Context: an optimization exercise on an open-source flow, tuned for small area, a short achievable clock period and few clock cycles. The choices shown serve that exercise and are no tape-out recipe.
Only simulation tests tie the RTL to the original design; equivalence was not proved.
Power figures rest on the tool's default switching activity, not on a simulated workload.

==> flow/design.v (excerpt) <==
module fp_mult(A, B, clk, reset, C, done, flow);
    input [31:0] A, B;
    input clk;
    input reset;
    output [31:0] C;
    output done;
    output [1:0] flow;
    wire be0_one = B[0] ^ 1'b0;
    wire be0_two = (B[1] & ~B[0] & ~1'b0) | (~B[1] & B[0] & 1'b0);
    wire be0_neg = B[1];
    wire be0_x0 = (A[0] ^ B[1]);
    wire be0_x1 = (A[1] ^ B[1]);
    wire be0_x2 = (A[2] ^ B[1]);
    wire be0_x3 = (A[3] ^ B[1]);
    wire be0_x4 = (A[4] ^ B[1]);
    wire be0_x5 = (A[5] ^ B[1]);
    wire be0_x6 = (A[6] ^ B[1]);
    wire be0_x7 = (A[7] ^ B[1]);
    wire be0_x8 = (A[8] ^ B[1]);
    wire be0_x9 = (A[9] ^ B[1]);
    wire be0_x10 = (A[10] ^ B[1]);
    wire be0_x11 = (A[11] ^ B[1]);
    wire be0_x12 = (A[12] ^ B[1]);
    wire be0_x13 = (A[13] ^ B[1]);
    wire be0_x14 = (A[14] ^ B[1]);
    wire be0_x15 = (A[15] ^ B[1]);
    wire be0_x16 = (A[16] ^ B[1]);
    wire be0_x17 = (A[17] ^ B[1]);
    wire be0_x18 = (A[18] ^ B[1]);
    wire be0_x19 = (A[19] ^ B[1]);
    wire be0_x20 = (A[20] ^ B[1]);
    wire be0_x21 = (A[21] ^ B[1]);
    wire be0_x22 = (A[22] ^ B[1]);
    wire be0_x23 = ~B[1];
    wire pp1 = (be0_one & be0_x0) | (be0_two & B[1]);
    wire pp2 = (be0_one & be0_x1) | (be0_two & be0_x0);
    wire pp3 = (be0_one & be0_x2) | (be0_two & be0_x1);
    wire pp4 = (be0_one & be0_x3) | (be0_two & be0_x2);
    wire pp5 = (be0_one & be0_x4) | (be0_two & be0_x3);
    wire pp6 = (be0_one & be0_x5) | (be0_two & be0_x4);
    wire pp7 = (be0_one & be0_x6) | (be0_two & be0_x5);
    wire pp8 = (be0_one & be0_x7) | (be0_two & be0_x6);
    wire pp9 = (be0_one & be0_x8) | (be0_two & be0_x7);
    wire pp10 = (be0_one & be0_x9) | (be0_two & be0_x8);
    wire pp11 = (be0_one & be0_x10) | (be0_two & be0_x9);
    wire pp12 = (be0_one & be0_x11) | (be0_two & be0_x10);
    wire pp13 = (be0_one & be0_x12) | (be0_two & be0_x11);
    wire pp14 = (be0_one & be0_x13) | (be0_two & be0_x12);
    wire pp15 = (be0_one & be0_x14) | (be0_two & be0_x13);
    wire pp16 = (be0_one & be0_x15) | (be0_two & be0_x14);
    wire pp17 = (be0_one & be0_x16) | (be0_two & be0_x15);
    wire pp18 = (be0_one & be0_x17) | (be0_two & be0_x16);
    wire pp19 = (be0_one & be0_x18) | (be0_two & be0_x17);
    wire pp20 = (be0_one & be0_x19) | (be0_two & be0_x18);
  ...
Size in the first run: about 2,400 cells after synthesis, ~100 I/O pins, about 19,000 um^2 of cells after synthesis.
export LEC_CHECK = 0
export ABC_AREA = 1
export ABC_CLOCK_PERIOD_IN_PS = 8000
export CAP_MARGIN = 20
export CORE_MARGIN = 2
export CORE_UTILIZATION = 40
export SLEW_MARGIN = 20
export SYNTH_HIERARCHICAL = 1
create_clock -name core_clock -period 5.0 [get_ports {clk}]
standard.sh (not shown) runs the stock make flow with config.mk's settings and CLKGATE_MAP_FILE= SYNTH_SCRIPT=/design/flow/synth_recipe.tcl, a recipe that flattens the netlist after the stock synthesis.
==> flow/flow/run.sh <==
#!/bin/bash
set -o pipefail
export BUFFER_PORTS_ARGS="-buffer_cell sky130_fd_sc_hd__buf_4"
bash standard.sh > standard.log 2>&1
Testbench counts at the start, summed over its fixed seeds: cycles 2,400.
Then changed:
Settings changed: ABC_CLOCK_PERIOD_IN_PS 8000 to not set.
After rerunning: Setup slack does not change. First-iteration DRC count does not change. Power does not change. Sequential power hardly moves. Design area stays the same. Cell count is unchanged. Die area is unchanged.
Then changed:
Settings changed: CORE_UTILIZATION 40 to 60.
The changed run ran to the end with no violations.
Worst hold slack is about the same.
Flip-flop and latch count is unchanged.
Non-clock buffer count rose by 1.
Then changed:
Settings changed: CORE_UTILIZATION 60 to 40, CTS_BUF_LIST set to sky130_fd_sc_hd__clkbuf_8, CTS_CLUSTER_SIZE set to 40.
The changed run passed the timing, DRC and antenna checks.
Setup slack is worse by 50 ps.
Global-route usage went down by 11 points.
Cell area went up by 1.0%.

---

== run 1 ==
Another version of the RTL of fp_mult (not shown whole).
For scale: roughly 2100 cells after synthesis, roughly 91 flip-flops, ~100 I/O pins.
clock: 5.0 ns
lec_check: 0
abc_area: 1
cap_margin: 20
core_margin: 2
core_utilization: 40
gpl_timing_driven: 0
slew_margin: 20
synth_hierarchical: 1
run.sh (not shown) runs the stock make flow with config.mk's settings and CLKGATE_MAP_FILE= SYNTH_SCRIPT=/design/flow/synth_recipe.tcl, a recipe that flattens the netlist after the stock synthesis.
Stock flow here: none of the scripts above is used.
Although run 1 finished all stages, its layout failed final checks on setup timing.
Testbench counts of run 1, summed over its fixed seeds: cycles 2,400.
Edits applied to the flow inputs when going from run 1 to run 2:
==> flow/flow/run.sh (new file) <==
#!/bin/bash
set -o pipefail
export BUFFER_PORTS_ARGS="-buffer_cell sky130_fd_sc_hd__buf_4"
bash standard.sh > standard.log 2>&1
==> flow/standard.sh (new file) <==
#!/bin/bash
# synth_recipe.tcl (not shown) runs the flow's synth.tcl, then flattens the netlist and writes it again
# the make line also repeats each setting of config.mk as NAME=value (left out here)
make -C /OpenROAD-flow-scripts/flow DESIGN_CONFIG=/design/flow/config.mk WORK_HOME=/design/flow/orfs CLKGATE_MAP_FILE= SYNTH_SCRIPT=/design/flow/synth_recipe.tcl "${@:-finish}"
--- a/flow/config.mk
+++ b/flow/config.mk
@@ -12 +11,0 @@
-export GPL_TIMING_DRIVEN = 0
removed: flow/run.sh
Notes after the runs:
- Among run 2 and run 1, a clean, completed layout was produced by run 2 alone.
- [compare] base=run 1 new=run 2: combinational power share moved down, non-filler instance count after layout moved down, internal power component moved down, worst setup slack moved up, met3 routed wirelength moved down.
- Diff run 2 and run 1: global-route met2 utilization higher in run 1
- Status: count of multi-input gates parity (run 2, run 1)
- Against run 1 as the reference, run 2 delivers a lower fraction of power spent switching nets.
- Run 2 against run 1; final routed wirelength across all metal layers is down by more than 10%.
- Sort run 2 and run 1 by first-pass GRT wire length asc -> top: run 2
- Power: run 2 draws less than run 1
- Beginning of the critical path = r_m[4]$_DFFE_PP_: run 2; beginning of the critical path = B[21]: run 1
Changes in run 3 relative to run 2:
==> flow/run.sh (new file) <==
#!/bin/bash
# synth_recipe.tcl (not shown) runs the flow's synth.tcl, then flattens the netlist and writes it again
# the make line also repeats each setting of config.mk as NAME=value (left out here)
make -C /OpenROAD-flow-scripts/flow DESIGN_CONFIG=/design/flow/config.mk WORK_HOME=/design/flow/orfs CLKGATE_MAP_FILE= SYNTH_SCRIPT=/design/flow/synth_recipe.tcl finish
--- a/flow/config.mk
+++ b/flow/config.mk
@@ -11 +11 @@
-export CORE_UTILIZATION = 40
+export CORE_UTILIZATION = 60
removed: flow/flow/run.sh
removed: flow/standard.sh
Findings:
In run 3 the implementation completed, yet the final layout does not meet the checks, the culprit being setup timing.
Arrival time at the worst endpoint: run 3 vs run 2 up 1.23 ns
In run 3, number of buffers added for setup after CTS is higher than in run 2.
The share of the clock period used by the worst path after layout reported for run 3 is greater than that of run 2 by 2.3 points.
Relative to run 2, shortest period the worst path allows increased by 0.12 ns in run 3.
Run 3 reports a lower number of inserted filler cells in the final layout than run 2 does.
Edits applied to the flow inputs when going from run 3 to run 4:
--- a/flow/config.mk
+++ b/flow/config.mk
@@ -11 +11 @@
-export CORE_UTILIZATION = 60
+export CORE_UTILIZATION = 40
Findings:
Run 4 ended with every stage complete and zero timing, DRC or antenna violations.
In terms of worst hold slack after final layout, run 4 and run 3 differ only marginally.
As far as level count of the clock H-tree goes, run 4 and run 3 are indistinguishable; the numbers are identical.
Run 4 has maximum vdd drop above what run 3 had.
[run 4] clock buffer instance count of the final layout rose 1 relative to run 3
Post-detailed-placement cell area ends up higher on run 4.
Of the two values seen for start point of the critical path, A[17] was produced by run 4 and B[15] by run 3.
Changes observed in run 4 relative to run 3: average vias per placed instance has decreased; total power draw has decreased; antenna diode count has remained practically unchanged.

-- separate check: timing with driven ports --
No port has a modelled driver above. Below, the same layouts with a new extraction and two added sets of constraints. Step 1 assumes that a clkbuf_16 drives the clock port and a buf_2 every other input. Step 2 adds t to the input delays and takes it off the output delays; t is the mean of the earliest and latest rising clock arrival at the registers after step 1. Input paths then give back, and output paths get back, about the clock's delay inside the block. a / b / c = no drivers / after step 1 / after step 2; a / b = the first two.
run	shift t [ns]	setup WS [ns]	hold WS [ns]	latest minus earliest clock arrival (ns)	slew at the worst register clock pin (ns)
the first run of note 1	0.413	0.304 / 0.247 / -0.037	0.449 / 0.449 / 0.449	0.008 / 0.008	0.07 / 0.07
the second run of note 1	0.413	0.304 / 0.247 / -0.037	0.449 / 0.449 / 0.449	0.008 / 0.008	0.07 / 0.07
the third run of note 1	0.409	0.282 / 0.230 / -0.127	0.449 / 0.449 / 0.449	0.013 / 0.013	0.07 / 0.07
the fourth run of note 1	0.443	0.232 / 0.179 / -0.053	0.452 / 0.452 / 0.452	0.009 / 0.010	0.09 / 0.09
run 1	0.433	-0.042 / -0.015 / -0.448	1.026 / 1.002 / 1.435	0.021 / 0.022	0.08 / 0.08
run 2	0.421	0.097 / 0.041 / -0.240	0.909 / 0.886 / 1.308	0.014 / 0.015	0.07 / 0.07
run 3	0.413	-0.019 / -0.069 / -0.404	1.230 / 1.207 / 1.620	0.009 / 0.010	0.07 / 0.07
run 4	0.422	0.119 / 0.076 / -0.288	1.228 / 1.192 / 1.585	0.015 / 0.016	0.07 / 0.07
With both steps, setup timing fails in 6 of these runs, where it was met with ideal ports. For the third run of note 1, which loses most, drivers alone change the setup slack by -0.052 ns; drivers and shift together by -0.409 ns.
